From an optimization exercise on the open Yosys and OpenROAD flow, aimed at small area, a short achievable clock period and few clock cycles; shortcuts taken in it are not production practice.
Only simulation tests tie the RTL to the original design; equivalence was not proved.
No activity file was given, so power comes from the tool's default toggle rates.

===== flow/constraint.sdc =====
create_clock -name core_clock -period 16.0 [get_ports {sys_clk}]
set_input_delay 3.2000 -clock core_clock [delete_from_list [all_inputs] [get_ports {sys_clk}]]
set_output_delay 3.2000 -clock core_clock [all_outputs]
set_load 0.01 [all_outputs]

===== flow/design.v =====
`timescale 1ns / 1ps
module steganography (
    input         sys_clk,
    input         reset,
    input         start,
    input         mode,
    input  [31:0] message_size,
    output        done,
    output [31:0] image_addra,
    input  [31:0] image_rddataa,
    output [31:0] secret_addra,
    input  [31:0] secret_rddataa,
    output [31:0] image_wrdatab,
    output [3:0]  image_web,
    output [31:0] image_addrb,
    output [31:0] secret_wrdatab,
    output [3:0]  secret_web,
    output [31:0] secret_addrb
);
    function [5:0] tlo;
        input [3:0] l;
        begin
            case (l)
                4'd0: tlo = 6'b000000;
                4'd1: tlo = 6'b000001;
                4'd2: tlo = 6'b000010;
                4'd3: tlo = 6'b000100;
                4'd4: tlo = 6'b000101;
                4'd5: tlo = 6'b000110;
                4'd6: tlo = 6'b001000;
                4'd7: tlo = 6'b001001;
                4'd8: tlo = 6'b001010;
                4'd9: tlo = 6'b010000;
                4'd10: tlo = 6'b010001;
                4'd11: tlo = 6'b010010;
                4'd12: tlo = 6'b010100;
                4'd13: tlo = 6'b010101;
                4'd14: tlo = 6'b010110;
                4'd15: tlo = 6'b011000;
                default: tlo = 6'b0;
            endcase
        end
    endfunction
    function [5:0] thi;
        input [3:0] h;
        begin
            case (h)
                4'd0: thi = 6'b000000;
                4'd1: thi = 6'b011001;
                4'd2: thi = 6'b000110;
                4'd3: thi = 6'b100100;
                4'd4: thi = 6'b010001;
                4'd5: thi = 6'b101010;
                4'd6: thi = 6'b011000;
                4'd7: thi = 6'b000101;
                4'd8: thi = 6'b100010;
                4'd9: thi = 6'b010000;
                4'd10: thi = 6'b101001;
                4'd11: thi = 6'b010110;
                4'd12: thi = 6'b000100;
                4'd13: thi = 6'b100001;
                4'd14: thi = 6'b001010;
                4'd15: thi = 6'b101000;
                default: thi = 6'b0;
            endcase
        end
    endfunction
    function [2:0] dadd;
        input [1:0] a;
        input [1:0] b;
        input       c;
        begin
            case ({a, b, c})
                5'd0: dadd = 3'b000;
                5'd1: dadd = 3'b001;
                5'd2: dadd = 3'b001;
                5'd3: dadd = 3'b010;
                5'd4: dadd = 3'b010;
                5'd5: dadd = 3'b100;
                5'd8: dadd = 3'b001;
                5'd9: dadd = 3'b010;
                5'd10: dadd = 3'b010;
                5'd11: dadd = 3'b100;
                5'd12: dadd = 3'b100;
                5'd13: dadd = 3'b101;
                5'd16: dadd = 3'b010;
                5'd17: dadd = 3'b100;
                5'd18: dadd = 3'b100;
                5'd19: dadd = 3'b101;
                5'd20: dadd = 3'b101;
                5'd21: dadd = 3'b110;
                default: dadd = 3'b000;
            endcase
        end
    endfunction
    function [3:0] bst0;
        input [1:0] n;
        input [1:0] f;
        begin
            case ({n, f})
                4'd0: bst0 = 4'b0000;
                4'd1: bst0 = 4'b0010;
                4'd2: bst0 = 4'b1001;
                4'd4: bst0 = 4'b0001;
                4'd5: bst0 = 4'b0000;
                4'd6: bst0 = 4'b0010;
                4'd8: bst0 = 4'b0110;
                4'd9: bst0 = 4'b0001;
                4'd10: bst0 = 4'b0000;
                default: bst0 = 4'b0000;
            endcase
        end
    endfunction
    function [3:0] bst1;
        input [1:0] n;
        input [1:0] f;
        input [1:0] c;
        begin
            case ({n, f, c})
                6'd0: bst1 = 4'b0000;
                6'd1: bst1 = 4'b0001;
                6'd2: bst1 = 4'b0010;
                6'd4: bst1 = 4'b0010;
                6'd5: bst1 = 4'b0000;
                6'd6: bst1 = 4'b1001;
                6'd8: bst1 = 4'b1001;
                6'd9: bst1 = 4'b0010;
                6'd10: bst1 = 4'b1000;
                6'd16: bst1 = 4'b0001;
                6'd17: bst1 = 4'b0110;
                6'd18: bst1 = 4'b0000;
                6'd20: bst1 = 4'b0000;
                6'd21: bst1 = 4'b0001;
                6'd22: bst1 = 4'b0010;
                6'd24: bst1 = 4'b0010;
                6'd25: bst1 = 4'b0000;
                6'd26: bst1 = 4'b1001;
                6'd32: bst1 = 4'b0110;
                6'd33: bst1 = 4'b0100;
                6'd34: bst1 = 4'b0001;
                6'd36: bst1 = 4'b0001;
                6'd37: bst1 = 4'b0110;
                6'd38: bst1 = 4'b0000;
                6'd40: bst1 = 4'b0000;
                6'd41: bst1 = 4'b0001;
                6'd42: bst1 = 4'b0010;
                default: bst1 = 4'b0000;
            endcase
        end
    endfunction
    function [1:0] bst2;
        input       n;
        input [1:0] f;
        input [1:0] c;
        begin
            case ({n, f, c})
                5'd0: bst2 = 2'b00;
                5'd1: bst2 = 2'b01;
                5'd2: bst2 = 2'b10;
                5'd4: bst2 = 2'b10;
                5'd5: bst2 = 2'b00;
                5'd6: bst2 = 2'b01;
                5'd8: bst2 = 2'b01;
                5'd9: bst2 = 2'b10;
                5'd10: bst2 = 2'b00;
                5'd16: bst2 = 2'b01;
                5'd17: bst2 = 2'b10;
                5'd18: bst2 = 2'b00;
                5'd20: bst2 = 2'b00;
                5'd21: bst2 = 2'b01;
                5'd22: bst2 = 2'b10;
                5'd24: bst2 = 2'b10;
                5'd25: bst2 = 2'b00;
                5'd26: bst2 = 2'b01;
                default: bst2 = 2'b00;
            endcase
        end
    endfunction
    function [3:0] tbin;
        input [5:0] f;
        begin
            case ({f})
                6'd0: tbin = 4'b0000;
                6'd1: tbin = 4'b0001;
                6'd2: tbin = 4'b0010;
                6'd4: tbin = 4'b0011;
                6'd5: tbin = 4'b0100;
                6'd6: tbin = 4'b0101;
                6'd8: tbin = 4'b0110;
                6'd9: tbin = 4'b0111;
                6'd10: tbin = 4'b1000;
                6'd16: tbin = 4'b1001;
                6'd17: tbin = 4'b1010;
                6'd18: tbin = 4'b1011;
                6'd20: tbin = 4'b1100;
                6'd21: tbin = 4'b1101;
                6'd22: tbin = 4'b1110;
                6'd24: tbin = 4'b1111;
                6'd25: tbin = 4'b0000;
                6'd26: tbin = 4'b0001;
                6'd32: tbin = 4'b0010;
                6'd33: tbin = 4'b0011;
                6'd34: tbin = 4'b0100;
                6'd36: tbin = 4'b0101;
                6'd37: tbin = 4'b0110;
                6'd38: tbin = 4'b0111;
                6'd40: tbin = 4'b1000;
                6'd41: tbin = 4'b1001;
                6'd42: tbin = 4'b1010;
                default: tbin = 4'b0000;
            endcase
        end
    endfunction
    function [5:0] tr27;
        input [7:0] b;
        input       cl;
        reg   [7:0] c;
        reg   [5:0] x, y;
        reg   [2:0] s0, s1, s2;
        begin
            c = {b[7:1], b[0] ^ (cl & ((b == 8'd0) | (b == 8'd255)))};
            x = tlo(c[3:0]);
            y = thi(c[7:4]);
            s0 = dadd(x[1:0], y[1:0], 1'b0);
            s1 = dadd(x[3:2], y[3:2], s0[2]);
            s2 = dadd(x[5:4], y[5:4], s1[2]);
            tr27 = {s2[1:0], s1[1:0], s0[1:0]};
        end
    endfunction
    function [5:0] tsum;
        input [5:0] x;
        input [3:0] y;
        input [1:0] z;
        reg   [2:0] s1, s2, s3;
        begin
            s1 = dadd(x[3:2], y[1:0], 1'b0);
            s2 = dadd(x[5:4], y[3:2], s1[2]);
            s3 = dadd(s2[1:0], z, 1'b0);
            tsum = {s3[1:0], s1[1:0], x[1:0]};
        end
    endfunction
    function [5:0] trits;
        input [4:0] n;                 
        input [5:0] f;
        reg   [3:0] b0, b1;
        begin
            b0 = bst0(n[1:0], f[1:0]);
            b1 = bst1(n[3:2], f[3:2], b0[3:2]);
            trits = {bst2(n[4], f[5:4], b1[3:2]), b1[1:0], b0[1:0]};
        end
    endfunction
    function [7:0] adj;
        input [7:0] b;
        input [1:0] t;
        reg   [7:0] c;
        reg         up, dn;
        integer     i;
        begin
            c = {b[7:1], b[0] ^ ((b == 8'd0) | (b == 8'd255))};
            adj[0] = c[0] ^ (t[0] | t[1]);
            up = t[0] & c[0];
            dn = t[1] & ~c[0];
            for (i = 1; i < 8; i = i + 1) begin
                adj[i] = c[i] ^ (up | dn);
                up = up & c[i];
                dn = dn & ~c[i];
            end
        end
    endfunction
    reg        started;
    reg        mode_r;
    reg        v1, v2, v3, pv;     
    reg        wvi, wvs;           
    reg        done_r;
    reg [16:0] ra;                 
    reg [15:0] K;                  
    reg [16:0] wa;                 
    reg [2:0]  p1, p2, p3;         
    wire hit = (K == message_size[15:0]);    
    always @(posedge sys_clk) begin
        if (reset) begin
            started <= 1'b0;
            v1      <= 1'b0;
            v2      <= 1'b0;
            v3      <= 1'b0;
            pv      <= 1'b0;
            wvi     <= 1'b0;
            wvs     <= 1'b0;
            done_r  <= 1'b0;
            ra      <= 17'd0;
            K       <= 16'd0;
            wa      <= 17'd0;
            p1      <= 3'd5;
        end else begin
            if (!started) begin
                if (start) begin
                    started <= 1'b1;
                    v1      <= 1'b1;
                    ra      <= 17'd1;
                    p1      <= 3'd0;
                end
            end else begin
                ra <= ra + 17'd1;
                if (p1 != 3'd2 && p1 != 3'd5)
                    K <= K + 16'd1;
                p1 <= (p1 == 3'd5) ? 3'd0 : p1 + 3'd1;
                if (hit)
                    v1 <= 1'b0;
            end
            v2  <= v1;
            v3  <= v2;
            pv  <= v3;
            wvi <= ~mode_r & pv;
            wvs <= mode_r & v3 & ((p3 == 3'd5) | ~v2);
            if (wvi | wvs)
                wa <= wa + 17'd1;
            if ((wvi & ~pv) | (wvs & ~v3))
                done_r <= 1'b1;
        end
    end
    always @(posedge sys_clk) begin
        mode_r <= mode;
        p2 <= p1;
        p3 <= p2;
    end
    reg [31:0] d1;
    reg [3:0]  sA1, sB1;           
    always @(posedge sys_clk) begin
        d1 <= image_rddataa;
        case (p1)
            3'd0:    sA1 <= secret_rddataa[7:4];
            3'd1:    sA1 <= secret_rddataa[3:0];
            3'd2:    sA1 <= secret_rddataa[15:12];
            3'd3:    sA1 <= secret_rddataa[23:20];
            3'd4:    sA1 <= secret_rddataa[19:16];
            default: sA1 <= secret_rddataa[31:28];
        endcase
        sB1 <= (p1 == 3'd2) ? secret_rddataa[11:8] : secret_rddataa[27:24];
    end
    wire s2ph0 = (p2 == 3'd0) | (p2 == 3'd3);
    wire s2ph1 = (p2 == 3'd1) | (p2 == 3'd4);
    wire [5:0] r0 = tr27(d1[7:0],   ~mode_r);
    wire [5:0] r1 = tr27(d1[15:8],  ~mode_r);
    wire [5:0] r2 = tr27(d1[23:16], ~mode_r);
    wire [5:0] r3 = tr27(d1[31:24], ~mode_r);
    reg  [5:0] carry;              
    wire [5:0] xA = s2ph0 ? r0 : carry;
    wire [3:0] yA = s2ph0 ? r1[3:0] : s2ph1 ? r0[3:0] : 4'd0;
    wire [1:0] zA = s2ph0 ? r2[1:0] : s2ph1 ? r1[1:0] : r0[1:0];
    wire [5:0] cx = s2ph0 ? r3 : r2;
    wire [3:0] cy = s2ph0 ? 4'd0 : r3[3:0];
    reg  [5:0] fA, fB;             
    reg  [31:0] d2;
    reg  [4:0] nA, nB;             
    wire [5:0] tnA = tlo(sA1);
    wire [5:0] tnB = tlo(sB1);
    always @(posedge sys_clk) begin
        fA <= tsum(xA, yA, zA);
        fB <= tsum(r1, r2[3:0], r3[1:0]);
        carry <= tsum(cx, cy, 2'd0);
        d2 <= d1;
        nA <= {tnA[4], tnA[3:0]};
        nB <= {tnB[4], tnB[3:0]};
    end
    wire ph1 = (p3 == 3'd1) | (p3 == 3'd4);
    wire ph2 = (p3 == 3'd2) | (p3 == 3'd5);
    wire ph0 = ~ph1 & ~ph2;
    wire [5:0] tA = trits(nA, fA);
    wire [5:0] tB = trits(nB, fB);
    wire [3:0] xA3 = tbin(fA);
    wire [3:0] xB3 = tbin(fB);
    reg [31:0] pw;                 
    reg [7:0]  pt;                 
    wire [1:0] q0 = pt[1:0];
    wire [1:0] q1 = pt[3:2];
    wire [1:0] q2 = ph2 ? tA[1:0] : pt[5:4];
    wire [1:0] q3 = ph1 ? tA[1:0] : ph2 ? tA[3:2] : pt[7:6];
    wire       zhi = ~v3 & ph2;    
    wire [31:0] emb = {zhi ? 8'd0 : adj(pw[31:24], q3),
                       zhi ? 8'd0 : adj(pw[23:16], q2),
                       adj(pw[15:8], q1),
                       adj(pw[7:0],  q0)};
    reg [31:0] wrdata;
    always @(posedge sys_clk) begin
        pw <= d2;
        pt[1:0] <= ph0 ? tA[1:0] : ph1 ? tA[3:2] : tA[5:4];
        pt[3:2] <= ph0 ? tA[3:2] : ph1 ? tA[5:4] : tB[1:0];
        pt[5:4] <= ph0 ? tA[5:4] : tB[3:2];
        pt[7:6] <= tB[5:4];
        if (!mode_r)
            wrdata <= emb;
        else if (v3) begin
            case (p3)
                3'd0: wrdata <= {24'd0, xA3, 4'd0};
                3'd1: wrdata[3:0] <= xA3;
                3'd2: begin
                    wrdata[15:12] <= xA3;
                    wrdata[11:8]  <= xB3;
                end
                3'd3: wrdata[23:20] <= xA3;
                3'd4: wrdata[19:16] <= xA3;
                default: begin
                    wrdata[31:28] <= xA3;
                    wrdata[27:24] <= xB3;
                end
            endcase
        end
    end
    assign done           = done_r;
    assign image_addra    = {13'd0, ra, 2'b00};
    assign secret_addra   = {14'd0, K[15:2], 2'b00};
    assign image_addrb    = {13'd0, wa, 2'b00};
    assign secret_addrb   = {13'd0, wa, 2'b00};
    assign image_wrdatab  = wrdata;
    assign secret_wrdatab = wrdata;
    assign image_web      = {4{wvi}};
    assign secret_web     = {4{wvs}};
endmodule

===== flow/standard.sh =====
#!/bin/bash
# synth_recipe.tcl (not shown) runs the flow's synth.tcl, then flattens the netlist and writes it again
# the make line also repeats each setting of config.mk as NAME=value (left out here)
make -C /OpenROAD-flow-scripts/flow DESIGN_CONFIG=/design/flow/config.mk WORK_HOME=/design/flow/orfs CLKGATE_MAP_FILE= SYNTH_SCRIPT=/design/flow/synth_recipe.tcl "${@:-finish}"

===== flow/flow/run.sh =====
#!/bin/bash
# Standard layout, with plain buf_1 cells as the port buffers.
set -euo pipefail
export BUFFER_PORTS_ARGS="-buffer_cell sky130_fd_sc_hd__buf_1"
bash standard.sh > standard.log 2>&1

===== flow/config.mk =====
export PLATFORM = sky130hd
export DESIGN_NAME = steganography
export DESIGN_NICKNAME = steganography
export VERILOG_FILES = /design/flow/design.v
export SDC_FILE = /design/flow/constraint.sdc
export NUM_CORES = 4
export LEC_CHECK = 0
export CAP_MARGIN = 20
export CORE_MARGIN = 2
export CORE_UTILIZATION = 40
export SLEW_MARGIN = 20

==> flow_summary.yaml, run 1 <==
final_layout:
  final_util_pct: 43.9
  nets: 2248
  diodes: 0
  layout_common_cells: "dfxtp_1 (232), buf_1 (220), nor2_1 (160), nand2_1 (143), ha_1 (116)"
  drive_gt1_share_pct: 6.13
  final_common_cell: "dfxtp_1"
  syn_to_final_growth_pct: 8.34
  nFillCells: 3980
clock_tree:
  post_cts_buffers: 0
  cts_tree: "built"
  cts_resized: 0
  cts.sinks: 264
  cts_inserted_buffers: 28
  htree_levels: 1
  clk_latency_ns: 0.55
  clockBufferDepth: 3
  holdBufCountCts: 0
  root_buffer: "clkbuf_16"
  path_clk_slew_ns: 0.06
setup_path:
  r2r_end: "fA[5]$_DFF_P_"
  r2r-start: "mode_r$_DFF_P_"
  cp.arrival_ns: 6.58
  rrSetupSlack_ns: 9.89
  critPathCaptureType: "flip-flop"
  cp.required_ns: 16.47
  startpoint_type: "flip-flop"
  path_max_fanout: 40
  critical_path_class: "reg -> reg"
  worst_r2r_path_depth: 27
power:
  irDropWorstVdd_uv: 71.7
  finalPower_mw: 2.18
  p_leak_nw: 7.23
  power_density_nw_per_um2: 122
timing:
  hold_viol: 0
  fin_skew_ns: 0.0116
  setup_slack_ns: 9.89
  rsz0062_at_grt: "no"
  fin_hold_ws_ns: 0.323
  setup_violations: 0
  worstMarginPinSlew_ns: 1.03
  setup_tns_ns: 0
  drv_slew: 0
  min_period_ns: 6.11
  max_slew_margin_pct: 30.4
  period_share_pct: 38.2
  max_freq_mhz: 164
placement:
  dpl.hpwl_um: 29000
  portBuffers: 221
  gp_congestion: 0.859
  place_ws_ns: 9.97
global_route:
  track_usage_pct: 16.8
  grt_remaining_overflow: 0
  grt_max_degree: 61
  antenna_found_initial: 0
  grt_pass1_vias: 12300
  grt_pass1_wl_um: 61400
detailed_routing:
  vias: 13400
  wl_per_cell_um: 14.6
  wl_um: 37800
  drt_pass1_iterations: 5
  detail-route-antenna-nets: 0
  first_iter_violations: 729
  route.detailed.drc: 0
  vias_per_cell: 5.19
floorplanning:
  core_sq_um: 40800
  dieArea_sq_um: 43000
  io_pins: 301
  die_x_um: 207
  fp.dieH_um: 207
  num_rows: 74
  initial_core_util_pct: 40.5
synth:
  ys.flop_type: "dfxtp_1"
  seq_area_frac_synth_pct: 33.9
  ys_warn_count: 1
  synth-edff-count: 32
  ys_types: 90
  synthCells: 1936
  syn_area_sq_um: 16600
  postSynthAreaPerCell_sq_um: 8.55
  synth_async_sr_flop_share_pct: 0
  ys_ff_latch: 264
worst_hold_path:
  whs_endpoint: "pw[17]$_DFF_P_"
  min_from: "d2[17]$_DFF_P_"
  min_path_type: "reg -> reg"
  hold_depth: 0
outcome:
  run_status: "no timing/DRC/antenna violations"
flow_run:
  max_cap_viol_count: 0
[power by group]
group,total [mW],internal [mW],switching [mW]
combinational,0.655,0.266,0.389
clock,0.671,0.410,0.261
sequential,0.856,0.749,0.107
total,2.18,1.42,0.757
[worst max-delay path by stage]
stage	start	to	slack, ns	cells past startpoint
final	mode_r$_DFF_P_	fA[5]$_DFF_P_	9.89	27
after CTS	mode_r$_DFF_P_	fA[5]$_DFF_P_	9.95	27
after detailed placement	mode_r$_DFF_P_	fA[5]$_DFF_P_	9.97	27
after global routing	d1[3]$_DFF_P_	fA[5]$_DFF_P_	9.38	25
after floorplan	d1[3]$_DFF_P_	fA[5]$_DFF_P_	10.63	28
after global placement	mode_r$_DFF_P_	fA[5]$_DFF_P_	10.09	27
[kinds of logic after synthesis]
| kind of cell | Yosys count | share of synthesized area, % |
|---|---|---|
| adders and majority gates | 116 | 8.77 |
| DFF | 264 | 33.9 |
| other | 1 | 0.0227 |
| buffers and inverters | 329 | 10.7 |
| muxes | 113 | 7.25 |
| and+or+nand+nor | 589 | 17.6 |
| AOI/OAI and AO/OA | 452 | 18.0 |
| xor gates and xnor gates | 72 | 3.81 |
[cells in the mapped netlist (all sizes together) (14+ instances only)]
| library cell | n | share of area (%) |
|---|---|---|
| edfxtp | 32 | 5.8 |
| or2 | 15 | 0.57 |
| o21ai | 122 | 3.7 |
| a31oi | 24 | 0.91 |
| buf | 153 | 6.7 |
| a21oi | 116 | 3.6 |
| mux2 | 26 | 1.8 |
| nand3 | 54 | 1.6 |
| o211ai | 16 | 0.73 |
| nand3b | 14 | 0.63 |
| dfxtp | 232 | 28 |
| xor2 | 38 | 2.0 |
| nand2b | 26 | 0.98 |
| xnor2 | 34 | 1.8 |
| or3 | 22 | 0.83 |
| ha | 116 | 8.8 |
| a211oi | 14 | 0.67 |
| nor2b | 31 | 1.2 |
| nand2 | 144 | 3.3 |
| nor2 | 160 | 3.6 |
| and2 | 15 | 0.57 |
| nor3 | 29 | 0.88 |
| inv | 107 | 2.4 |
| o22ai | 35 | 1.3 |
| and3 | 21 | 0.79 |
| mux2i | 85 | 5.2 |
| nand4 | 16 | 0.60 |
| clkbuf | 69 | 1.6 |
[layer usage]
metal | wire length, um | share of wire, % | GRT usage [%]
met5 | 0 | 0 | 0
met4 | 1010 | 2.7 | 5.34
met3 | 1360 | 3.6 | 1.88
met2 | 18300 | 48 | 29.3
met1 | 17100 | 45 | 21.6
[metrics by stage]
stage | area [sq um] | cells
after floorplan | 16800 | 1998
after global placement | 17000 | 2534
after detailed placement | 17000 | 2534
after CTS | 17900 | 2586
after global routing | 17900 | 2586
final | 17900 | 2586
[final cells by class]
class / count / area (sq um) / area share (%)
Clock buffer: 42 / 877 / 4.89
Timing Repair Buffer: 226 / 868 / 4.84
Clock inverter: 10 / 104 / 0.579
Inverter: 107 / 402 / 2.24
Tap cell: 532 / 666 / 3.71
Multi-Input combinational cell: 1405 / 9410 / 52.5
Sequential cell: 264 / 5610 / 31.3
[registers in the layout, summed over array words and instances, names as in the netlist, 3 cells and up, named ones only]
| signal | count |
|---|---|
| nA | 5 |
| p3 | 3 |
| carry | 6 |
| sB1 | 4 |
| pt | 8 |
| ra | 17 |
| p1 | 3 |
| d1 | 32 |
| nB | 5 |
| d2 | 32 |
| wrdata | 32 |
| sA1 | 4 |
| p2 | 3 |
| K | 16 |
| fB | 6 |
| fA | 6 |
| wa | 17 |
| pw | 32 |
[critical path: stages (launching register included)]
cell	delay, ns
dfxtp_1	0.29
buf_4	0.27
nor4_1	0.30
a21oi_1	0.10
nor2_1	0.29
ha_1	0.23
nor2b_1	0.14
a211oi_1	0.06
a31oi_1	0.33
mux2_2	0.38
a22o_1	0.31
mux2i_1	0.18
nor2_1	0.05
a31oi_1	0.15
nor2_1	0.08
a31oi_1	0.24
ha_1	0.29
nand3b_1	0.09
o211ai_1	0.10
and2_1	0.22
o2bb2ai_1	0.14
and2_1	0.15
ha_1	0.29
or3_1	0.36
mux2i_1	0.20
a211oi_2	0.12
or4b_1	0.53
o211ai_1	0.11
Testbench counts, summed over its fixed seeds: cycles 9,323.
==> run 2, diff against run 1 <==
==> flow/run.sh (new file) <==
#!/bin/bash
# synth_recipe.tcl (not shown) runs the flow's synth.tcl, then flattens the netlist and writes it again
# the make line also repeats each setting of config.mk as NAME=value (left out here)
make -C /OpenROAD-flow-scripts/flow DESIGN_CONFIG=/design/flow/config.mk WORK_HOME=/design/flow/orfs CLKGATE_MAP_FILE= SYNTH_SCRIPT=/design/flow/synth_recipe.tcl finish
removed: flow/flow/run.sh
removed: flow/standard.sh
==> run 2 against run 1 <==
Net effect:
- clock skew hardly changed
- sequential power barely moved
- routed wire length is 4.1% higher
- clock power fell by 4.9%
- combinational power rose by 7.8%
- worst hold slack better by 0.0013 ns
- register-to-register slack is essentially flat
- die area did not move
- critical path depth unchanged
- largest power group unchanged
- still clean on timing, DRC and antenna
- fmax about the same
- design area grew 7.4%
- core utilization up 3.2 points
==> flow_summary.yaml, run 2 <==
outcome:
  run_status: "no timing/DRC/antenna violations"
floorplanning:
  dieArea_sq_um: 43000
  io_pins: 301
  initial_core_util_pct: 40.5
  num_rows: 74
  die_x_um: 207
  fp.dieH_um: 207
  core_sq_um: 40800
final_layout:
  nFillCells: 3868
  nets: 2248
  diodes: 0
  layout_common_cells: "dfxtp_1 (232), clkdlybuf4s50_1 (220), nor2_1 (160), nand2_1 (143), ha_1 (116)"
  final_util_pct: 47.2
  final_common_cell: "dfxtp_1"
  drive_gt1_share_pct: 6.09
  syn_to_final_growth_pct: 16.3
synth:
  synthTopCellsByArea: "dfxtp_1 (28%), ha_1 (8.8%), buf_4 (6.3%), edfxtp_1 (5.8%), mux2i_1 (5.1%)"
  synthCells: 1936
  seq_area_frac_synth_pct: 33.9
  postSynthAreaPerCell_sq_um: 8.55
  ys.flop_type: "dfxtp_1"
  synth_top_cell_by_area: "dfxtp_1"
  synth-edff-count: 32
  ys_ff_latch: 264
  syn_area_sq_um: 16600
  ys_warn_count: 1
  synth_commonest_cells: "dfxtp_1 (232), nor2_1 (160), nand2_1 (143)"
  ys_types: 90
  synth_top_area_share_pct: 28.1
  synth_most_common_cell: "dfxtp_1"
  synth_async_sr_flop_share_pct: 0
timing:
  hold_viol: 0
  fin_skew_ns: 0.0113
  fin_hold_ws_ns: 0.324
  setup_tns_ns: 0
  max_freq_mhz: 164
  drv_slew: 0
  min_period_ns: 6.12
  period_share_pct: 38.2
  max_slew_margin_pct: 29.4
  worstMarginPinSlew_ns: 1.05
  setup_slack_ns: 9.88
  rsz0062_at_grt: "no"
  setup_violations: 0
placement:
  portBuffers: 221
  gp_congestion: 0.875
  dpl.hpwl_um: 30100
  place_ws_ns: 9.93
setup_path:
  path_max_fanout: 40
  startpoint_type: "flip-flop"
  critical_path_class: "reg -> reg"
  cp.required_ns: 16.47
  critPathCaptureType: "flip-flop"
  cp.arrival_ns: 6.58
clock_tree:
  root_buffer: "clkbuf_16"
  cts_tree: "built"
  post_cts_buffers: 0
  cts.sinks: 264
  cts_inserted_buffers: 29
  path_clk_slew_ns: 0.06
  clk_latency_ns: 0.55
  cts_resized: 0
  clockBufferDepth: 3
  htree_levels: 1
  holdBufCountCts: 0
detailed_routing:
  drt_pass1_iterations: 6
  route.detailed.drc: 0
  wl_um: 39300
  vias_per_cell: 5.21
  vias: 13500
  first_iter_violations: 680
  detail-route-antenna-nets: 0
  wl_per_cell_um: 15.2
global_route:
  grt_pass1_wl_um: 63000
  grt_max_degree: 61
  antenna_found_initial: 0
  track_usage_pct: 17.4
  grt_pass1_vias: 12400
  grt_remaining_overflow: 0
flow_run:
  max_cap_viol_count: 0
worst_hold_path:
  min_path_type: "reg -> reg"
power:
  irDropWorstVdd_uv: 83.2
  power_density_nw_per_um2: 114
  p_leak_nw: 7.74
==> run 2: cells by family (layout without fill, tap and decap cells) <==
family                   after synthesis  after routing  synth area share (%)
buffers and inverters                329            384                  10.7
XOR/XNOR                              72             72                  3.81
multiplexers                         113            113                  7.25
AO/OA/AOI/OAI                        452            452                  18.0
other                                  1             63                0.0227
adder cells (fa/ha/maj)              116            116                  8.77
flip-flops                           264            264                  33.9
AND/OR/NAND/NOR                      589            589                  17.6
==> run 2: metal layers <==
metal | vias to the layer above | share of wire [%] | GRT usage [%]
met2 | 241 | 49 | 30.6
met4 | 0 | 2.8 | 5.89
met1 | 6372 | 45 | 22.2
li1 | 6796 | - | -
met3 | 60 | 3.4 | 1.82
met5 | - | 0 | 0
==> run 2: layout make-up <==
class,count,area (sq um),area share (%)
timing repair buffer,225,2240,11.6
sequential,264,5610,29.1
clock inverter,13,83.8,0.435
tap,532,666,3.46
clock buffer,39,845,4.39
inverter,107,402,2.09
multi-input combinational,1405,9410,48.9
==> run 2: final timing paths <==
kind                       start            end  slack (ns)  cells past startpoint
setup reg to reg  mode_r$_DFF_P_  fA[5]$_DFF_P_        9.88                     27
hold / removal     d2[8]$_DFF_P_  pw[8]$_DFF_P_        0.32                      0
hold reg to reg    d2[8]$_DFF_P_  pw[8]$_DFF_P_        0.32                      0
setup / recovery  mode_r$_DFF_P_  fA[5]$_DFF_P_        9.88                     27
==> run 2: power breakdown <==
part           switching [mW]  internal (mW)
registers               0.107          0.749
clock network           0.269          0.370
logic                   0.394          0.312
==> run 2: critical path, cell delays in order (launching register included) <==
cell	delay, ns
dfxtp_1	0.29
buf_4	0.27
nor4_1	0.31
a21oi_1	0.10
nor2_1	0.26
ha_1	0.23
nor2b_1	0.14
a211oi_1	0.06
a31oi_1	0.35
mux2_2	0.38
a22o_1	0.29
mux2i_1	0.18
nor2_1	0.06
a31oi_1	0.16
nor2_1	0.07
a31oi_1	0.24
ha_1	0.29
nand3b_1	0.09
o211ai_1	0.09
and2_1	0.21
o2bb2ai_1	0.14
and2_1	0.15
ha_1	0.29
or3_1	0.38
mux2i_1	0.21
a211oi_2	0.12
or4b_1	0.53
o211ai_1	0.12
==> run 2: per-stage QoR <==
step	cell area (sq um)	cells	total power, mW
after CTS	19300	2585	2.21
after detailed placement	18300	2533	1.57
after global routing	19300	2585	2.33
after floorplan	16800	1998	1.37
after global placement	18300	2533	1.55
final	19300	2585	2.20
==> run 3, diff against run 2 <==
--- a/flow/design.v
+++ b/flow/design.v
@@ -215,4 +215,2 @@
         input [7:0] b;
-        input       cl;
-        reg   [7:0] c;
         reg   [5:0] x, y;
@@ -220,5 +218,4 @@
         begin
-            c = {b[7:1], b[0] ^ (cl & ((b == 8'd0) | (b == 8'd255)))};
-            x = tlo(c[3:0]);
-            y = thi(c[7:4]);
+            x = tlo(b[3:0]);
+            y = thi(b[7:4]);
             s0 = dadd(x[1:0], y[1:0], 1'b0);
@@ -251,6 +248,11 @@
     endfunction
-    function [7:0] adj;
+    function [7:0] clamp;
         input [7:0] b;
+        begin
+            clamp = {b[7:1], b[0] ^ ((b == 8'd0) | (b == 8'd255))};
+        end
+    endfunction
+    function [7:0] adj;
+        input [7:0] c;
         input [1:0] t;
-        reg   [7:0] c;
         reg         up, dn;
@@ -258,3 +260,2 @@
         begin
-            c = {b[7:1], b[0] ^ ((b == 8'd0) | (b == 8'd255))};
             adj[0] = c[0] ^ (t[0] | t[1]);
@@ -328,3 +329,7 @@
     always @(posedge sys_clk) begin
-        d1 <= image_rddataa;
+        if (mode_r)
+            d1 <= image_rddataa;
+        else
+            d1 <= {clamp(image_rddataa[31:24]), clamp(image_rddataa[23:16]),
+                   clamp(image_rddataa[15:8]),  clamp(image_rddataa[7:0])};
         case (p1)
@@ -341,6 +346,6 @@
     wire s2ph1 = (p2 == 3'd1) | (p2 == 3'd4);
-    wire [5:0] r0 = tr27(d1[7:0],   ~mode_r);
-    wire [5:0] r1 = tr27(d1[15:8],  ~mode_r);
-    wire [5:0] r2 = tr27(d1[23:16], ~mode_r);
-    wire [5:0] r3 = tr27(d1[31:24], ~mode_r);
+    wire [5:0] r0 = tr27(d1[7:0]);
+    wire [5:0] r1 = tr27(d1[15:8]);
+    wire [5:0] r2 = tr27(d1[23:16]);
+    wire [5:0] r3 = tr27(d1[31:24]);
     reg  [5:0] carry;              
--- a/flow/config.mk
+++ b/flow/config.mk
@@ -7,2 +7,3 @@
 export LEC_CHECK = 0
+export ABC_AREA = 1
 export CAP_MARGIN = 20
==> run 3 against run 2 <==
Net effect:
- flip-flop and latch count increased by 20
- synthesized cell count increased by 9.0%
- first-iteration DRC count increased by 8.5%
- fmax increased by 27%
- sequential power increased by 2%
- sequential share of layout area increased by 2.4 points
- combinational power decreased by 12%
- routed wire length decreased by 1.6%
- clock-buffer cell count increased by 4
- largest cell class unchanged
- largest power group unchanged
==> flow_summary.yaml, run 3 <==
placement:
  portBuffers: 221
  gp_congestion: 0.888
  dp.cells: 2758
  dpl.hpwl_um: 30200
synth:
  synth_async_sr_flop_share_pct: 0
  synth_commonest_cells: "nand2_1 (383), inv_1 (321), dfxtp_1 (252)"
  synth_top_area_share_pct: 31.7
  synthTopCellsByArea: "dfxtp_1 (32%), ha_1 (9.4%), nand2_1 (9.0%), inv_1 (7.6%), buf_4 (6.4%)"
  synth-edff-count: 32
  postSynthAreaPerCell_sq_um: 7.54
  ys.flop_type: "dfxtp_1"
  ys_ff_latch: 284
  ys_warn_count: 1
  ys_types: 67
  synth_top_cell_by_area: "dfxtp_1"
  synth_most_common_cell: "nand2_1"
  syn_area_sq_um: 15900
  synthCells: 2110
  seq_area_frac_synth_pct: 37.8
clock_tree:
  clockBufferDepth: 3
  cts_inserted_buffers: 34
  cts_resized: 0
  root_buffer: "clkbuf_16"
  cts_tree: "built"
  post_cts_buffers: 0
  path_clk_slew_ns: 0.06
  clk_latency_ns: 0.52
  holdBufCountCts: 0
  cts.sinks: 284
  htree_levels: 2
floorplanning:
  core_sq_um: 39500
  fp.dieH_um: 203
  io_pins: 301
  initial_core_util_pct: 40.3
  num_rows: 73
  die_x_um: 203
  dieArea_sq_um: 41400
setup_path:
  critical_path_class: "reg -> out"
  path_max_fanout: 5
  cp.arrival_ns: 1.63
  cp_top_family: "buffers and inverters"
  startpoint_type: "flip-flop"
  cp_cell_sequence: "clkdlybuf4s50_1"
  critPathBufInv: 1
  cp.required_ns: 12.80
  critPathCaptureType: "output port"
  worst_path_max_delay_cell: "clkdlybuf4s50_1"
  slowest_delay_ns: 0.61
detailed_routing:
  wl_per_cell_um: 13.7
  detail-route-antenna-nets: 0
  vias_per_cell: 4.86
  route.detailed.drc: 0
  wl_um: 38700
  vias: 13700
  drt_pass1_iterations: 8
  first_iter_violations: 738
global_route:
  grt_pass1_wl_um: 62700
  grt_max_degree: 34
  grt_pass1_vias: 12900
  grt_remaining_overflow: 0
  track_usage_pct: 18.4
  antenna_found_initial: 0
timing:
  setup_violations: 0
  fin_skew_ns: 0.0162
  rsz0062_at_grt: "no"
  period_share_pct: 30.2
  hold_viol: 0
  setup_tns_ns: 0
  drv_slew: 0
  min_period_ns: 4.83
  max_slew_margin_pct: 35.1
  max_freq_mhz: 207
  worstMarginPinSlew_ns: 0.970
final_layout:
  drive_gt1_share_pct: 4.84
  stdcell_count: 2820
  final_common_cell: "nand2_1"
  syn_to_final_growth_pct: 19.7
  layout_common_cells: "nand2_1 (383), inv_1 (321), dfxtp_1 (252), clkdlybuf4s50_1 (221), nor2_1 (170)"
  diodes: 0
  nets: 2489
  multiInputGateArea_sq_um: 7730
  regArea_sq_um: 6010
  nFillCells: 3733
power:
  power_density_nw_per_um2: 119
  p_leak_nw: 8.52
  p_int_mw: 1.50
  p_sw_mw: 0.769
  finalPower_mw: 2.27
  irDropWorstVdd_uv: 61.6
  p_seq_share_pct: 38.5
  clkPwrFrac_pct: 34.1
  p_comb_share_pct: 27.4
  sw_frac_of_total_pct: 33.9
outcome:
  run_status: "no timing/DRC/antenna violations"
worst_hold_path:
  min_path_type: "reg -> reg"
flow_run:
  max_cap_viol_count: 0
[run 3: final timing paths]
kind	startpoint	to	slack [ns]	depth (start not counted)
max	K[4]$_SDFFE_PP0P_	secret_addra[4]	11.17	1
min	d2[25]$_DFF_P_	pw[25]$_DFF_P_	0.32	0
max reg2reg	flip-flop	carry[5]$_DFF_P_	12.31	18
min reg2reg	d2[25]$_DFF_P_	pw[25]$_DFF_P_	0.32	0
[run 3: metrics by stage]
stage / area (sq um) / utilization, % / worst slack, ns / hold WS (ns)
after global routing: 19000 / 48.3 / 10.95 / 0.324
after floorplan: 16100 / - / 11.43 / 0.310
after detailed placement: 17900 / 45.4 / 10.64 / 0.312
after CTS: 19000 / 48.3 / 11.15 / 0.322
after global placement: 17900 / 45.4 / 10.70 / 0.310
final: 19000 / 48.3 / 11.17 / 0.321
[run 3: final cells by class]
type                            count  area share, %
Tap cell                          525           3.45
Multi-Input combinational cell   1387           40.6
Inverter                          336           6.65
Clock buffer                       43           4.85
Sequential cell                   284           31.5
Clock inverter                     19           1.11
Timing Repair Buffer              226           11.8
[run 3: kinds of logic after synthesis]
| group | count (synthesis) | synth area share (%) |
|---|---|---|
| AND/OR/NAND/NOR | 740 | 20.1 |
| buffers and inverters | 501 | 15.1 |
| AO/OA/AOI/OAI | 445 | 16.5 |
| flip-flops | 284 | 37.8 |
| adder cells (fa/ha/maj) | 120 | 9.44 |
| XOR/XNOR | 16 | 0.881 |
| multiplexers | 3 | 0.189 |
| other | 1 | 0.0236 |
[run 3: layer usage]
metal | part of all wire, % | wire [um] | track usage (%)
met3 | 4.8 | 1870 | 2.43
met2 | 48 | 18700 | 32.7
met5 | 0 | 0 | 0
met1 | 45 | 17400 | 23.4
met4 | 2.0 | 777 | 5.08
[run 3: power groups by stage]
stage,logic [mW],clock network [mW],registers [mW]
finish,0.623,0.775,0.875
global route,0.708,0.825,0.885
CTS,0.621,0.797,0.874
detailed placement,0.618,0,0.888
global placement,0.604,0,0.888
floorplan,0.456,0,0.859
Testbench counts of run 3, summed over its fixed seeds: cycles 9,323.
==> run 4, diff against run 3 <==
==> flow/flow/run.sh (new file) <==
#!/bin/bash
# Own flow: the standard synthesis; then the synthesized logic (not the
# registers, which keep their names and cells) is mapped again with ABC for
# area; then the standard layout, with buf_1 cells as the port buffers.
# Each tool's output goes to a log file here.
set -euo pipefail
W=$(pwd)
F=$W/flow
R=$W/orfs/results/$FLOW_PLATFORM/steganography/base
LIB=$FLOW_HOME/platforms/sky130hd/lib/sky130_fd_sc_hd__tt_025C_1v80.lib
export BUFFER_PORTS_ARGS="-buffer_cell sky130_fd_sc_hd__buf_1"

# 1. standard synthesis
bash standard.sh synth > synth.log 2>&1
cp $R/1_2_yosys.v synth_standard.v

# 2. logic re-mapping
yosys -q -l cells.log -p "read_liberty -ignore_miss_func -ignore_miss_dir $LIB; write_verilog -noattr cells_all.v"
python3 $F/mkmap.py cells_all.v comb_map.v
DU=""
for c in $(cat $F/dont_use.txt); do DU="$DU -dont_use $c"; done
printf 'strash\n&get -n\n&deepsyn -T %s\n&put\ndch -f\nmap -a\ntopo\nstime -c\n' "${DEEPSYN_T:-120}" > remap.abc
yosys -l remap.log -p "
read_liberty -lib $LIB
read_verilog synth_standard.v
hierarchy -top $FLOW_TOP
techmap -map comb_map.v
techmap
opt -fast
abc -script $W/remap.abc -liberty $LIB $DU
opt_clean -purge
hilomap -singleton -hicell sky130_fd_sc_hd__conb_1 HI -locell sky130_fd_sc_hd__conb_1 LO
insbuf -buf sky130_fd_sc_hd__buf_4 A X
write_verilog -noattr -noexpr -nohex -nodec $W/remapped.v
stat -liberty $LIB
" > /dev/null
cp remapped.v $R/1_2_yosys.v

# 3. standard layout from the re-mapped netlist
bash standard.sh > layout.log 2>&1
==> flow/flow/dont_use.txt (new file) <==
sky130_fd_sc_hd__lpflow_bleeder_1
sky130_fd_sc_hd__lpflow_clkbufkapwr_1
sky130_fd_sc_hd__lpflow_clkbufkapwr_16
sky130_fd_sc_hd__lpflow_clkbufkapwr_2
sky130_fd_sc_hd__lpflow_clkbufkapwr_4
sky130_fd_sc_hd__lpflow_clkbufkapwr_8
sky130_fd_sc_hd__lpflow_clkinvkapwr_1
sky130_fd_sc_hd__lpflow_clkinvkapwr_16
sky130_fd_sc_hd__lpflow_clkinvkapwr_2
sky130_fd_sc_hd__lpflow_clkinvkapwr_4
sky130_fd_sc_hd__lpflow_clkinvkapwr_8
sky130_fd_sc_hd__lpflow_decapkapwr_12
sky130_fd_sc_hd__lpflow_decapkapwr_3
sky130_fd_sc_hd__lpflow_decapkapwr_4
sky130_fd_sc_hd__lpflow_decapkapwr_6
sky130_fd_sc_hd__lpflow_decapkapwr_8
sky130_fd_sc_hd__lpflow_inputiso0n_1
sky130_fd_sc_hd__lpflow_inputiso0p_1
sky130_fd_sc_hd__lpflow_inputiso1n_1
sky130_fd_sc_hd__lpflow_inputiso1p_1
sky130_fd_sc_hd__lpflow_inputisolatch_1
sky130_fd_sc_hd__lpflow_isobufsrc_1
sky130_fd_sc_hd__lpflow_isobufsrc_16
sky130_fd_sc_hd__lpflow_isobufsrc_2
sky130_fd_sc_hd__lpflow_isobufsrc_4
sky130_fd_sc_hd__lpflow_isobufsrc_8
sky130_fd_sc_hd__lpflow_isobufsrckapwr_16
sky130_fd_sc_hd__lpflow_lsbuf_lh_hl_isowell_tap_1
sky130_fd_sc_hd__lpflow_lsbuf_lh_hl_isowell_tap_2
sky130_fd_sc_hd__lpflow_lsbuf_lh_hl_isowell_tap_4
sky130_fd_sc_hd__lpflow_lsbuf_lh_isowell_4
sky130_fd_sc_hd__lpflow_lsbuf_lh_isowell_tap_1
sky130_fd_sc_hd__lpflow_lsbuf_lh_isowell_tap_2
sky130_fd_sc_hd__lpflow_lsbuf_lh_isowell_tap_4
sky130_fd_sc_hd__probe_p_8
sky130_fd_sc_hd__probec_p_8
==> flow/flow/mkmap.py (new file) <==
#!/usr/bin/env python3
# Keep the combinational cell models of a yosys-written liberty model file
# (no flip-flops, latches or tie cells): a techmap file that turns the
# synthesized netlist's logic cells back into gates.
import re, sys
s = open(sys.argv[1]).read()
out = []
for body, name in re.findall(r'(module (\S+)\(.*?endmodule\n)', s, re.S):
    if 'always' in body or ' reg ' in body or 'conb' in name or 'output' not in body:
        continue
    out.append(body)
open(sys.argv[2], 'w').write("\n".join(out))
==> flow/standard.sh (new file) <==
#!/bin/bash
# synth_recipe.tcl (not shown) runs the flow's synth.tcl, then flattens the netlist and writes it again
# the make line also repeats each setting of config.mk as NAME=value (left out here)
make -C /OpenROAD-flow-scripts/flow DESIGN_CONFIG=/design/flow/config.mk WORK_HOME=/design/flow/orfs CLKGATE_MAP_FILE= SYNTH_SCRIPT=/design/flow/synth_recipe.tcl "${@:-finish}"
--- a/flow/config.mk
+++ b/flow/config.mk
@@ -7,3 +7,2 @@
 export LEC_CHECK = 0
-export ABC_AREA = 1
 export CAP_MARGIN = 20
removed: flow/run.sh
==> run 4 against run 3 <==
Net effect:
- highest routed layer unchanged
- critical path depth up 3
- design area down 22%
- power down 6.9%
- flip-flop and latch count unchanged
- register-to-register slack worse by 0.49 ns
- global-route usage down 0.88 points
- core utilization down 2.6 points
- still clean on timing, DRC and antenna
- worst hold slack better by 0.0042 ns
- area after synthesis down 17%
- cell count down 15%
- combinational power down 11%
- largest power group unchanged
==> flow_summary.yaml, run 4 <==
outcome:
  run_status: "no timing/DRC/antenna violations"
clock_tree:
  post_cts_buffers: 0
  htree_levels: 1
  cts_inserted_buffers: 30
  clockBufferDepth: 3
  clk_latency_ns: 0.55
  cts.sinks: 284
  path_clk_slew_ns: 0.06
  cts_tree: "built"
  cts_resized: 0
  root_buffer: "clkbuf_16"
  holdBufCountCts: 0
power:
  finalPower_mw: 2.12
  p_sw_mw: 0.719
  irDropWorstVdd_uv: 89.7
  p_int_mw: 1.40
  clkPwrFrac_pct: 32.6
  power_density_nw_per_um2: 143
  sw_frac_of_total_pct: 34.0
  p_leak_nw: 5.62
  p_seq_share_pct: 41.3
  p_comb_share_pct: 26.1
detailed_routing:
  vias: 11500
  detail-route-antenna-nets: 0
  wl_um: 31200
  vias_per_cell: 4.82
  first_iter_violations: 724
  drt_pass1_iterations: 5
  route.detailed.drc: 0
  wl_per_cell_um: 13.0
timing:
  min_period_ns: 4.99
  drv_slew: 0
  worstMarginPinSlew_ns: 0.778
  fin_skew_ns: 0.0214
  fin_hold_ws_ns: 0.326
  rsz0062_at_grt: "no"
  period_share_pct: 31.2
  hold_viol: 0
  max_freq_mhz: 200
  setup_violations: 0
  setup_tns_ns: 0
  max_slew_margin_pct: 47.8
global_route:
  antenna_found_initial: 3
  track_usage_pct: 17.6
  grt_remaining_overflow: 0
  grt_pass1_wl_um: 49000
  grt_max_degree: 36
  grt_pass1_vias: 10200
setup_path:
  cp_cell_sequence: "buf_1 > clkinv_1 > nand2_1 > nor3_1"
  critPathBufInv: 2
  cp.required_ns: 16.40
  critPathCaptureType: "flip-flop"
  critical_path_class: "in -> reg"
  cp.arrival_ns: 5.39
  cp_top_family: "buffers and inverters"
  path_max_fanout: 35
  slowest_delay_ns: 0.81
  worst_path_max_delay_cell: "clkinv_1"
  startpoint_type: "primary input"
floorplanning:
  io_pins: 301
  core_sq_um: 32500
  num_rows: 66
  dieArea_sq_um: 34400
  fp.dieH_um: 186
  initial_core_util_pct: 40.6
  die_x_um: 186
synth:
  syn_area_sq_um: 13200
  synthCells: 1742
  ys_warn_count: 1
  postSynthAreaPerCell_sq_um: 7.57
worst_hold_path:
  min_path_type: "reg -> reg"
placement:
  postPlaceCellArea_sq_um: 13800
  gp_congestion: 0.870
  portBuffers: 221
  dpl.hpwl_um: 24600
final_layout:
  syn_to_final_growth_pct: 12.5
  regArea_sq_um: 6010
  layout_common_cells: "clkinv_1 (289), dfxtp_1 (252), nor2_1 (243), buf_1 (221), nand2_1 (212)"
  multiInputGateArea_sq_um: 5310
  diodes: 0
  nets: 2027
  drive_gt1_share_pct: 3.69
  final_area_sq_um: 14800
  nFillCells: 3280
  final_util_pct: 45.7
  final_common_cell: "clkinv_1"
flow_run:
  max_cap_viol_count: 0
run 4: metrics by stage:
step | setup slack (ns) | std cells
floorplan | 11.46 | 1804
global placement | 10.46 | 2337
detailed placement | 10.41 | 2337
CTS | 11.00 | 2393
global route | 10.75 | 2393
finish | 11.01 | 2393
run 4: final timing paths:
path | start | to | slack (ns) | cells after the start
setup / recovery | reset | ra[14]$_SDFFE_PP0P_ | 11.01 | 4
hold / removal | d1[12]$_DFF_P_ | d2[12]$_DFF_P_ | 0.33 | 0
hold reg to reg | d1[12]$_DFF_P_ | d2[12]$_DFF_P_ | 0.33 | 0
setup reg to reg | fA[2]$_DFF_P_ | wrdata[31]$_DFFE_PP_ | 11.82 | 22
run 4: metal layers:
layer,track usage (%),vias to the layer above,part of all wire (%)
met4,4.79,0,2.1
met3,2.33,45,5.7
met1,23.0,5182,45
li1,-,5979,-
met2,30.4,334,47
met5,0,-,0
run 4: power by group through the flow:
| stage | Sequential (mW) | Combinational [mW] | Clock, mW |
|---|---|---|---|
| 6_report | 0.873 | 0.552 | 0.690 |
| 5_1_grt | 0.883 | 0.625 | 0.740 |
| 4_1_cts | 0.873 | 0.547 | 0.708 |
| 3_5_place_dp | 0.888 | 0.545 | 0 |
| 3_3_place_gp | 0.886 | 0.532 | 0 |
| 2_1_floorplan | 0.873 | 0.417 | 0 |
run 4: layout make-up:
type / instances / share of cell area [%]
timing repair buffer: 226 / 5.85
inverter: 289 / 7.31
sequential: 284 / 40.5
tap: 442 / 3.73
clock buffer: 42 / 6.06
clock inverter: 14 / 0.768
multi-input combinational: 1096 / 35.8

what the ideal ports hide:
No port has a modelled driver above. Below, the same layouts with a new extraction and two added sets of constraints.
Step 1 (the two cells are an assumption about what drives the block):
set clk [get_ports {sys_clk}]
set_driving_cell -lib_cell sky130_fd_sc_hd__clkbuf_16 $clk
set_driving_cell -lib_cell sky130_fd_sc_hd__buf_2 [delete_from_list [all_inputs] $clk]
Step 2 times the ports against the registers' clock, not the clock port: input delays grow and output delays shrink by t, the midpoint of the rising clock arrivals with the driver on.
a / b / c = ideal / step 1 / step 2; a / b = the first two.
| run | shift t [ns] | setup slack, ns | slew at the worst register clock pin (ns) | worst data-port slew with drivers (ns) |
|---|---|---|---|---|
| run 1 | 0.597 | 9.887 / 9.887 / 9.887 | 0.06 / 0.06 | 0.06 |
| run 2 | 0.596 | 9.885 / 9.885 / 9.885 | 0.07 / 0.07 | 0.06 |
| run 3 | 0.568 | 11.172 / 11.119 / 10.636 | 0.06 / 0.06 | 0.06 |
| run 4 | 0.592 | 11.008 / 11.019 / 10.427 | 0.07 / 0.07 | 0.05 |
After both steps every run listed still meets setup and hold. The setup slack of run 4, which loses most, moves by +0.011 ns with the drivers and by -0.581 ns with both steps.
